This design comes from an exercise in tuning for small area, a short achievable clock period and few clock cycles on the open sky130 flow, not from production work. Where RTL was checked, it was by simulation tests only, not by an equivalence proof against the original.

==> amber: inputs <==
==> flow/design.v <==
module Integrate(
input clock,
input reset,enter,
input [7:0]Nin,
input prog_we,
input [4:0]prog_addr,
input [7:0]prog_data,
output halt,
output [7:0]Nout,
output inwait
);
reg [7:0] mem [0:31];
reg [4:0] FA;       
reg [4:0] OA;       
reg [7:0] IR;       
reg       iok;      
reg [7:0] XI;       
reg       vX;       
reg [7:0] OPR;      
reg       tk;       
reg       ok;       
reg       inr;      
reg       started;  
reg [7:0] A;
reg       Z;        
wire [2:0] xop = XI[7:5];
wire [4:0] xa  = XI[4:0];
assign halt   = started & vX & (xop == 3'd7);
assign inwait = started & vX & (xop == 3'd4);
assign Nout   = A;
wire stall  = vX & ((xop == 3'd7) | ((xop == 3'd4) & ~(enter & started)));
wire xstore = vX & (xop == 3'd1) & reset;
reg [7:0] An;
reg       Zn;
wire [7:0] axo = A ^ OPR;
wire [7:0] aor = A | OPR;
wire       sum0 = (axo == {aor[6:0], 1'b0});
function c7;
	input [6:0] a, b;
	input ci;
	reg [6:0] g, p;
	integer i, j;
	begin
		g = a & b;
		p = a | b;
		g[0] = g[0] | (p[0] & ci);
		for (i = 0; i < 3; i = i + 1)
			for (j = 6; j >= (1 << i); j = j - 1) begin
				g[j] = g[j] | (p[j] & g[j - (1 << i)]);
				p[j] = p[j] & p[j - (1 << i)];
			end
		c7 = g[6];
	end
endfunction
wire       sadd = A[7] ^ OPR[7] ^ c7(A[6:0], OPR[6:0], 1'b0);
wire       ssub = A[7] ^ ~OPR[7] ^ c7(A[6:0], ~OPR[6:0], 1'b1);
reg        Sn;
always @* begin
	Sn = A[7];
	if (vX)
		case (xop)
		3'd0: Sn = OPR[7];
		3'd2: Sn = sadd;
		3'd3: Sn = ssub;
		3'd4: if (enter & started) Sn = Nin[7];
		default: ;
		endcase
end
always @* begin
	An = A;
	Zn = Z;
	if (vX)
		case (xop)
		3'd0: begin An = OPR; Zn = (OPR == 8'd0); end
		3'd2: begin An = A + OPR; Zn = sum0; end
		3'd3: begin An = A - OPR; Zn = (A == OPR); end
		3'd4: if (enter & started) begin An = Nin; Zn = (Nin == 8'd0); end
		default: ;
		endcase
end
wire [7:0] Oi    = tk ? OPR : IR;
wire       vO    = tk | iok;
wire [7:0] opnd  = (xstore && xa == OA) ? A : mem[OA];
wire [7:0] fword = (xstore && xa == FA) ? A : mem[FA];
wire       hzn   = vO & (Oi[7:5] == 3'd1) & (Oi[4:0] == FA);
wire       tkn   = vO & (((Oi[7:5] == 3'd5) & Zn) | ((Oi[7:5] == 3'd6) & ~Sn));
wire [4:0] OAn   = tkn ? opnd[4:0] : fword[4:0];
wire [4:0] FAn   = tkn ? Oi[4:0] + 5'd1 : (hzn ? FA : FA + 5'd1);
wire [7:0] w0 = (prog_we && prog_addr == 5'd0) ? prog_data : mem[0];
wire [7:0] w1 = (prog_we && prog_addr == 5'd1) ? prog_data : mem[1];
wire       cap = prog_we && (prog_addr == w0[4:0]);
wire       ok_n = cap | (ok & inr & ~(prog_we && prog_addr == 5'd0));
wire [7:0] opr_p = cap ? prog_data : OPR;
wire       tk_p = ok_n & ((w0[7:5] == 3'd5) | (w0[7:5] == 3'd6));
wire       hz_p = ok_n & (w0[7:5] == 3'd1) & (w0[4:0] == 5'd1);
wire [4:0] waddr = prog_we ? prog_addr : xa;
wire [7:0] wdata = prog_we ? prog_data : A;
always @(posedge clock)
	if (prog_we | xstore)
		mem[waddr] <= wdata;
always @(posedge clock) begin
	inr <= ~reset;
	if (!reset) begin
		ok <= ok_n;
		OPR <= opr_p;
		XI <= w0;
		IR <= ok_n ? w1 : w0;
		vX <= ok_n;
		iok <= ~hz_p;
		tk <= tk_p;
		FA <= tk_p ? w0[4:0] + 5'd1 : (ok_n & ~hz_p) ? 5'd2 : 5'd1;
		OA <= tk_p ? opr_p[4:0] : ok_n ? w1[4:0] : w0[4:0];
	end else if (!stall) begin
		IR <= fword;
		XI <= Oi;
		OPR <= opnd;
		vX <= vO;
		iok <= ~hzn;
		tk <= tkn;
		FA <= FAn;
		OA <= OAn;
	end
end
always @(posedge clock, negedge reset) begin
	if (!reset) begin
		started <= 1'b0;
		A <= 8'd0;
		Z <= 1'b1;
	end else begin
		started <= 1'b1;
		A <= An;
		Z <= Zn;
	end
end
endmodule
==> flow/run.sh <==
#!/bin/bash
# synth_recipe.tcl (not shown) runs the flow's synth.tcl, then flattens the netlist and writes it again
# the make line also repeats each setting of config.mk as NAME=value (left out here)
make -C /OpenROAD-flow-scripts/flow DESIGN_CONFIG=/design/flow/config.mk WORK_HOME=/design/flow/orfs CLKGATE_MAP_FILE= SYNTH_SCRIPT=/design/flow/synth_recipe.tcl finish
==> flow/config.mk <==
export PLATFORM = sky130hd
export DESIGN_NAME = Integrate
export DESIGN_NICKNAME = Integrate
export VERILOG_FILES = /design/flow/design.v
export SDC_FILE = /design/flow/constraint.sdc
export NUM_CORES = 4
export LEC_CHECK = 0
export CAP_MARGIN = 20
export CORE_MARGIN = 2
export CORE_UTILIZATION = 40
export SETUP_SLACK_MARGIN = 2.0
export SLEW_MARGIN = 20
==> flow/constraint.sdc <==
create_clock -name core_clock -period 5.0 [get_ports {clock}]
set_input_delay 1.0000 -clock core_clock [delete_from_list [all_inputs] [get_ports {clock}]]
set_output_delay 1.0000 -clock core_clock [all_outputs]
set_load 0.01 [all_outputs]
==> quartz (differences from amber) <==
==> flow/design.v, changed modules only <==
module Integrate(
input clock,
input reset,enter,
input [7:0]Nin,
input prog_we,
input [4:0]prog_addr,
input [7:0]prog_data,
output halt,
output [7:0]Nout,
output inwait
);
reg [7:0] mem [0:31];
reg [7:0] IR;
reg [7:0] A;
reg [4:0] pcn;       
reg       started;   
wire [2:0] op = IR[7:5];
wire [4:0] a  = IR[4:0];
wire is_load  = (op == 3'd0);
wire is_store = (op == 3'd1);
wire is_add   = (op == 3'd2);
wire is_sub   = (op == 3'd3);
wire is_in    = (op == 3'd4);
wire is_jz    = (op == 3'd5);
wire is_jpos  = (op == 3'd6);
wire is_halt  = (op == 3'd7);
assign inwait = is_in & started;
assign halt   = is_halt & started;
assign Nout   = A;
wire [7:0] opnd  = mem[a];
wire       taken = (is_jz & (A == 8'd0)) | (is_jpos & ~A[7]);
wire       stall = is_halt | (is_in & ~(started & enter));
wire [4:0] fa    = taken ? a : pcn;
wire [7:0] fetch = (is_store && a == fa) ? A : mem[fa];
always @(posedge clock) begin
	if (prog_we)
		mem[prog_addr] <= prog_data;
	else if (reset && is_store)
		mem[a] <= A;
end
always @(posedge clock) begin
	if (!reset)
		IR <= (prog_we && prog_addr == 5'd0) ? prog_data : mem[0];
	else if (!stall)
		IR <= fetch;
end
always @(posedge clock, negedge reset) begin
	if (!reset) begin
		A <= 8'd0;
		pcn <= 5'd1;
		started <= 1'b0;
	end else begin
		started <= 1'b1;
		if (!stall)
			pcn <= fa + 5'd1;
		case (op)
		3'd0: A <= opnd;
		3'd2: A <= A + opnd;
		3'd3: A <= A - opnd;
		3'd4: if (started & enter) A <= Nin;
		default: ;
		endcase
	end
end
endmodule
--- a/flow/config.mk
+++ b/flow/config.mk
@@ -10,3 +10,2 @@
 export CORE_UTILIZATION = 40
-export SETUP_SLACK_MARGIN = 2.0
 export SLEW_MARGIN = 20
==> comparison <==
In amber the sequential share of layout area is lower than in quartz, by 5.4 points.
Between quartz and amber, the lower clock-buffer cell count is in quartz (gap 9).
In quartz the clock skew is lower than in amber, by 23 ps.
In quartz the non-clock buffer count is lower than in amber, by 27.
In quartz the final cell count is lower than in amber, by about 14%.
In amber the first-iteration DRC count is larger than in quartz, by about 14%.
quartz went through all stages and came out clean. amber ran to the end with no violations.
==> figures <==
metric                                                     amber          quartz
Status                                            finished clean  finished clean
Net count after synthesis                                   1235            1097
Detailed-routed wire length on met3                      4770 µm         4710 µm
Vias after detailed routing                                11700           10500
Final Worst Setup Slack                                  1450 ps          446 ps
Sequential cell area share                                 0.445           0.499
Multi-input gate area in the final layout               8200 µm²        5860 µm²
Peak supply drop                                        0.278 mV        0.312 mV
Non-clock buffering overhead in the final layout          0.0621          0.0581
Vias in the first global route                             11600           10100
XOR/XNOR share of the synthesized area                    0.0183          0.0108
Cell count after synthesis                                  1178            1062
Met3 usage                                                0.0528          0.0399
Testbench counts of quartz, summed over its fixed seeds: cycles 10,845.
Function not checked in amber: the RTL went through the layout flow alone.

==> what the ideal ports hide <==
In the flow no input, the clock included, has a driving cell. The finished layouts below were timed again as built, in two steps.
Step 1 assumes that a clkbuf_16 drives the clock port and a buf_2 every other input.
Step 2 also shifts input and output timing later by t, the mid clock arrival at the registers, as if the neighbouring blocks saw the same clock.
Three values: ideal ports, drivers, drivers and shift; two values: the first two.
| run | t (ns) | setup WS [ns] | slew at the worst register clock pin (ns) | pins driven straight from the clock port |
|---|---|---|---|---|
| amber | 0.603 | 1.452 / 1.452 / 0.964 | 0.06 / 0.06 | 1 |
| quartz | 0.627 | 0.446 / 0.446 / 0.446 | 0.07 / 0.07 | 1 |
After both steps setup and hold are still met in every run listed. The setup slack of amber, which loses most, moves by 0.000 ns with the drivers and by -0.488 ns with both steps.
